From an optimization exercise on the open Yosys and OpenROAD flow, aimed at small area and a short achievable clock period; shortcuts taken in it are not production practice. Only simulation tests tie the RTL to the original design; equivalence was not proved. Power is estimated from default activity; no workload was simulated.

== run 1 ==
==> flow/design.v (excerpt) <==
module e203_exu_alu_dpath(
  input alu_req_alu,
  input alu_req_alu_add,
  input alu_req_alu_sub,
  input alu_req_alu_xor,
  input alu_req_alu_sll,
  input alu_req_alu_srl,
  input alu_req_alu_sra,
  input alu_req_alu_or,
  input alu_req_alu_and,
  input alu_req_alu_slt,
  input alu_req_alu_sltu,
  input alu_req_alu_lui,
  input [32-1:0] alu_req_alu_op1,
  input [32-1:0] alu_req_alu_op2,
  output [32-1:0] alu_req_alu_res,
  input bjp_req_alu,
  input [32-1:0] bjp_req_alu_op1,
  input [32-1:0] bjp_req_alu_op2,
  input bjp_req_alu_cmp_eq,
  input bjp_req_alu_cmp_ne,
  input bjp_req_alu_cmp_lt,
  input bjp_req_alu_cmp_gt,
  input bjp_req_alu_cmp_ltu,
  input bjp_req_alu_cmp_gtu,
  input bjp_req_alu_add,
  output bjp_req_alu_cmp_res,
  output [32-1:0] bjp_req_alu_add_res,
  input agu_req_alu,
  input [32-1:0] agu_req_alu_op1,
  input [32-1:0] agu_req_alu_op2,
  input agu_req_alu_swap,
  input agu_req_alu_add,
  input agu_req_alu_and,
  input agu_req_alu_or,
  input agu_req_alu_xor,
  input agu_req_alu_max,
  input agu_req_alu_min,
  input agu_req_alu_maxu,
  input agu_req_alu_minu,
  output [32-1:0] agu_req_alu_res,
  input agu_sbf_0_ena,
  input [32-1:0] agu_sbf_0_nxt,
  output [32-1:0] agu_sbf_0_r,
  input agu_sbf_1_ena,
  input [32-1:0] agu_sbf_1_nxt,
  output [32-1:0] agu_sbf_1_r,
  input clk,
  input rst_n
);
Size in the first run: about 64 flip-flops, roughly 450 I/O pins, about 8500 um^2 of cells after synthesis.
==> flow/config.mk <==
export PLATFORM = sky130hd
export DESIGN_NAME = e203_exu_alu_dpath
export DESIGN_NICKNAME = e203_exu_alu_dpath
export VERILOG_FILES = /design/flow/design.v
export SDC_FILE = /design/flow/constraint.sdc
export NUM_CORES = 4
export LEC_CHECK = 0
export CAP_MARGIN = 20
export CORE_MARGIN = 2
export CORE_UTILIZATION = 40
export CTS_BUF_LIST = sky130_fd_sc_hd__clkbuf_8
export CTS_CLUSTER_DIAMETER = 200
export CTS_CLUSTER_SIZE = 32
export SETUP_SLACK_MARGIN = 1.2
export SLEW_MARGIN = 20
==> flow/constraint.sdc <==
create_clock -name core_clock -period 8.5 [get_ports {clk}]
set_input_delay 1.7000 -clock core_clock [delete_from_list [all_inputs] [get_ports {clk}]]
set_output_delay 1.7000 -clock core_clock [all_outputs]
set_load 0.01 [all_outputs]
standard.sh (not shown) runs the stock make flow with config.mk's settings and CLKGATE_MAP_FILE= SYNTH_SCRIPT=/design/flow/synth_recipe.tcl, a recipe that flattens the netlist after the stock synthesis.
==> flow/flow/run.sh <==
#!/bin/bash
# Layout flow: the standard flow (standard.sh) with two changes:
#  - synthesis is the standard script (synth_recipe.tcl: same passes, then
#    flatten and renames) except for the ABC mapping scripts (see synth.tcl);
#  - every port gets a buffer, as standard, but the plain buf_1 rather than
#    the delay cell buffer_ports picks by default.
set -euo pipefail
HERE=$(pwd)
export BUFFER_PORTS_ARGS="-buffer_cell sky130_fd_sc_hd__buf_1"
export MY_ABC_SCRIPT="$HERE/flow/abc.script"
if [[ -f "$HERE/flow/abc_sh.script" ]]; then
  export MY_ABC_SCRIPT_SH="$HERE/flow/abc_sh.script"
  export SYNTH_KEEP_MODULES="e203_alu_shifter"
fi
make -C "$FLOW_HOME" DESIGN_CONFIG="$HERE/config.mk" WORK_HOME="$HERE/orfs" CLKGATE_MAP_FILE= \
  SYNTH_SCRIPT="$HERE/flow/synth.tcl" synth > "$HERE/synth_make.log" 2>&1
unset SYNTH_KEEP_MODULES MY_ABC_SCRIPT MY_ABC_SCRIPT_SH
bash standard.sh > "$HERE/standard_flow.log" 2>&1
==> flow/flow/abc.script <==
strash
dch
map
buffer
upsize
dnsize
==> flow/flow/abc_sh.script <==
strash
&get -n
&fraig -x
&put
scorr
dc2
strash
&get -n
&dch -f
&nf -R 1000
&put
buffer
upsize
dnsize
==> flow/flow/synth.tcl <==
# synth_recipe.tcl, with ABC's mapping script replaced: flow/abc.script for the
# top module and, when the design keeps a shifter module apart
# (SYNTH_KEEP_MODULES), flow/abc_sh.script for that module. Everything is
# flattened at the end exactly as synth_recipe.tcl does.
proc synth {args} { yosys synth -nofsm -noshare {*}$args }
proc abc {args} {
  set i [lsearch -exact $args -script]
  set top $args
  lset top [expr {$i + 1}] $::env(MY_ABC_SCRIPT)
  if {[info exists ::env(MY_ABC_SCRIPT_SH)] && [info exists ::env(SYNTH_KEEP_MODULES)]} {
    set sh $args
    lset sh [expr {$i + 1}] $::env(MY_ABC_SCRIPT_SH)
    foreach m $::env(SYNTH_KEEP_MODULES) { yosys abc {*}$sh $m }
    yosys abc {*}$top $::env(DESIGN_NAME)
  } else {
    yosys abc {*}$top
  }
}
source $::env(SCRIPTS_DIR)/synth.tcl
# left out here: clear keep_hierarchy, flatten, clean up, hide names made inside functions, write 1_2_yosys.v
Run 1 reached the end of the flow, and the finished layout is clean on the timing, DRC and antenna checks.
--- input diff run 1..run 2 ---
==> flow/flow/run.sh <==
#!/bin/bash
# Layout flow: the standard flow (standard.sh) with these changes:
#  - synthesis is the standard script (synth_recipe.tcl: same passes, then
#    flatten and renames) except for the ABC mapping scripts (see synth.tcl);
#  - every port gets a buffer, as standard, but the plain buf_1 rather than
#    the delay cell buffer_ports picks by default;
#  - extra make variables for the layout steps, if flow/make_args.txt exists
#    (e.g. letting timing repair resize cells across footprints).
set -euo pipefail
HERE=$(pwd)
export BUFFER_PORTS_ARGS="-buffer_cell sky130_fd_sc_hd__buf_1"
export MY_ABC_SCRIPT="$HERE/flow/abc.script"
if [[ -f "$HERE/flow/abc_sh.script" ]]; then
  export MY_ABC_SCRIPT_SH="$HERE/flow/abc_sh.script"
  export SYNTH_KEEP_MODULES="e203_alu_shifter"
fi
make -C "$FLOW_HOME" DESIGN_CONFIG="$HERE/config.mk" WORK_HOME="$HERE/orfs" CLKGATE_MAP_FILE= \
  SYNTH_SCRIPT="$HERE/flow/synth.tcl" synth > "$HERE/synth_make.log" 2>&1
unset SYNTH_KEEP_MODULES MY_ABC_SCRIPT MY_ABC_SCRIPT_SH
EXTRA=()
if [[ -f "$HERE/flow/make_args.txt" ]]; then
  read -r -a EXTRA < "$HERE/flow/make_args.txt"
fi
bash standard.sh "${EXTRA[@]}" finish > "$HERE/standard_flow.log" 2>&1
==> flow/flow/abc.script <==
strash
dch -f
map
topo
buffer
upsize
dnsize
==> flow/flow/make_args.txt (new file) <==
MATCH_CELL_FOOTPRINT=0
-- flow/config.mk --
<<< run 1, line 10
export CORE_UTILIZATION = 40
export CTS_BUF_LIST = sky130_fd_sc_hd__clkbuf_8
export CTS_CLUSTER_DIAMETER = 200
export CTS_CLUSTER_SIZE = 32
export SETUP_SLACK_MARGIN = 1.2
export SLEW_MARGIN = 20
>>> run 2, line 10
export CORE_UTILIZATION = 40
export CTS_BUF_LIST = sky130_fd_sc_hd__clkbuf_8
export SETUP_SLACK_MARGIN = 1.2
export SLEW_MARGIN = 20
### Flow results
Between run 1 and run 2, clock group total power is higher for run 1, run 2 comes in under that.
Taking run 1 as the reference, in run 2 detailed-route wire length on metal 1 saw a decrease; post-route cell area saw a decrease; tightest slew margin relative to the limit saw a decrease.
Diff run 1 and run 2: xor/xnor cell area share of the yosys netlist lower in run 1
simple AND/OR/NAND/NOR gates as the dominant combinational cell family by area after synthesis was reported by run 2, and compound AO/OA/AOI/OAI gates by run 1.
Any difference in power consumed by sequential cells between run 1 and run 2 is small enough to ignore.
The sequential cell count of run 2 and that of run 1 are within noise of each other.
On switching power: between run 1 and run 2, it ends up higher for run 1.
[inputs] run 3 vs run 2
-- flow/config.mk --
<<< run 2, line 10
export CORE_UTILIZATION = 40
export CTS_BUF_LIST = sky130_fd_sc_hd__clkbuf_8
export SETUP_SLACK_MARGIN = 1.2
export SLEW_MARGIN = 20
>>> run 3, line 10
export CORE_UTILIZATION = 40
export CTS_BUF_LIST = sky130_fd_sc_hd__clkbuf_8
export SETUP_SLACK_MARGIN = 1.9
export SLEW_MARGIN = 20
Run 3 against run 2: fmax +4.4%; cell depth of the worst setup path +6; layout overhead on the synthesized area +20 points; number of cells in the finished layout apart from fillers +80; net switching power +13%. Delta (run 3 minus run 2): switching power as a share of total power decreased 2.2 points; combinational share of power moved up; worst setup slack increased 0.30 ns; critical path arrival now sits lower; utilization +8.0 points.
Relative to run 3, the following input files were edited for run 4:
==> flow/flow/run.sh <==
#!/bin/bash
# Layout flow: the standard flow (standard.sh) with two changes:
#  - synthesis is the standard script (synth_recipe.tcl: same passes, then
#    flatten and renames) except for the ABC mapping scripts (see synth.tcl);
#  - every port gets a buffer, as standard, but the plain buf_1 rather than
#    the delay cell buffer_ports picks by default.
set -euo pipefail
HERE=$(pwd)
export BUFFER_PORTS_ARGS="-buffer_cell sky130_fd_sc_hd__buf_1"
export MY_ABC_SCRIPT="$HERE/flow/abc.script"
if [[ -f "$HERE/flow/abc_sh.script" ]]; then
  export MY_ABC_SCRIPT_SH="$HERE/flow/abc_sh.script"
  export SYNTH_KEEP_MODULES="e203_alu_shifter"
fi
make -C "$FLOW_HOME" DESIGN_CONFIG="$HERE/config.mk" WORK_HOME="$HERE/orfs" CLKGATE_MAP_FILE= \
  SYNTH_SCRIPT="$HERE/flow/synth.tcl" synth > "$HERE/synth_make.log" 2>&1
unset SYNTH_KEEP_MODULES MY_ABC_SCRIPT MY_ABC_SCRIPT_SH
bash standard.sh > "$HERE/standard_flow.log" 2>&1
==> flow/flow/abc.script <==
strash
dch
map
buffer
upsize
dnsize
-- flow/config.mk --
<<< run 3, line 10
export CORE_UTILIZATION = 40
export CTS_BUF_LIST = sky130_fd_sc_hd__clkbuf_8
export SETUP_SLACK_MARGIN = 1.9
export SLEW_MARGIN = 20
>>> run 4, line 10
export CORE_UTILIZATION = 40
export CTS_BUF_LIST = sky130_fd_sc_hd__clkbuf_8
export SETUP_SLACK_MARGIN = 1.2
export SLEW_MARGIN = 20
removed: flow/flow/make_args.txt
Results
- The run with more routed wire is run 3, not run 4.
- Of run 3 and run 4, the run reporting the higher final critical-path share of the clock period was run 4.
- In run 4, the minimum clock period came out 0.30 ns above the value in run 3.
- Run 3 has a higher post-route met1 wirelength than run 4.
- Power dissipated in combinational cells: run 3 and run 4 compared, higher one is run 3
- Relative to run 3, the fmax measured on run 4 has decreased by a few percent.
- Run 4: headroom to the max-slew limit is 14 points lower than what run 3 reported.
- Compared with run 3, run 4 shows fraction of area in multi-input gates higher by 2.9 points.
The following lists how run 5 was set up differently from run 4:
==> flow/flow/abc.script <==
strash
dch -f
map
topo
buffer
upsize
dnsize
-- flow/config.mk --
<<< run 4, line 10
export CORE_UTILIZATION = 40
export CTS_BUF_LIST = sky130_fd_sc_hd__clkbuf_8
export SETUP_SLACK_MARGIN = 1.2
export SLEW_MARGIN = 20
>>> run 5, line 10
export CORE_UTILIZATION = 40
export CTS_BUF_LIST = sky130_fd_sc_hd__clkbuf_8
export SETUP_SLACK_MARGIN = 1.3
export SLEW_MARGIN = 20
Compared run 5 against run 4; final core utilization within noise. Between run 5 and run 4, it is run 5 whose slew of the pin with the lowest slew margin is higher, by 0.13 ns. In the metrics for run 4 and run 5, the one carrying the higher global-route track usage on met1 is run 4. On routed wire length on met2, the higher figure sits with run 4, not run 5. There was hardly any difference in share of the yosys chip area belonging to registers between run 5 and run 4. Between run 5 and run 4, it is run 5 whose register share of total power is higher, by 0.6 points. Between run 4 and run 5, number of vias after detailed routing decreased. Status: placed wire-length estimate parity (run 5, run 4).

[static timing again, ports no longer ideal]
The results above use ideal ports. As a check the final layouts listed here were re-extracted and re-timed, cells and wires unchanged.
Step 1 assumes that a clkbuf_16 drives the clock port and a buf_2 every other input.
Step 2 moves the port delays by t, midway between the first and last clock arrival at a register: inputs arrive t later, outputs are due t later. That takes back most of the time a late clock gives input paths.
Slacks: ideal ports / drivers / drivers and shift; pairs: ideal ports / drivers.
run	t, ns	setup slack, ns	worst hold slack (ns)	latest minus earliest clock arrival (ns)	worst data-port slew with drivers (ns)
run 1	0.363	1.382 / 1.361 / 1.361	1.525 / 1.519 / 1.882	0.010 / 0.011	0.08
run 2	0.354	1.378 / 1.352 / 1.352	1.537 / 1.530 / 1.884	0.009 / 0.009	0.07
run 3	0.355	1.681 / 1.645 / 1.645	1.536 / 1.529 / 1.884	0.008 / 0.008	0.08
run 4	0.363	1.382 / 1.361 / 1.361	1.525 / 1.519 / 1.882	0.010 / 0.011	0.08
run 5	0.354	1.394 / 1.369 / 1.369	1.536 / 1.529 / 1.884	0.008 / 0.007	0.08
After both steps setup and hold are still met in every run listed. For run 3, which loses most, drivers alone change the setup slack by -0.036 ns; drivers and shift together by -0.036 ns.
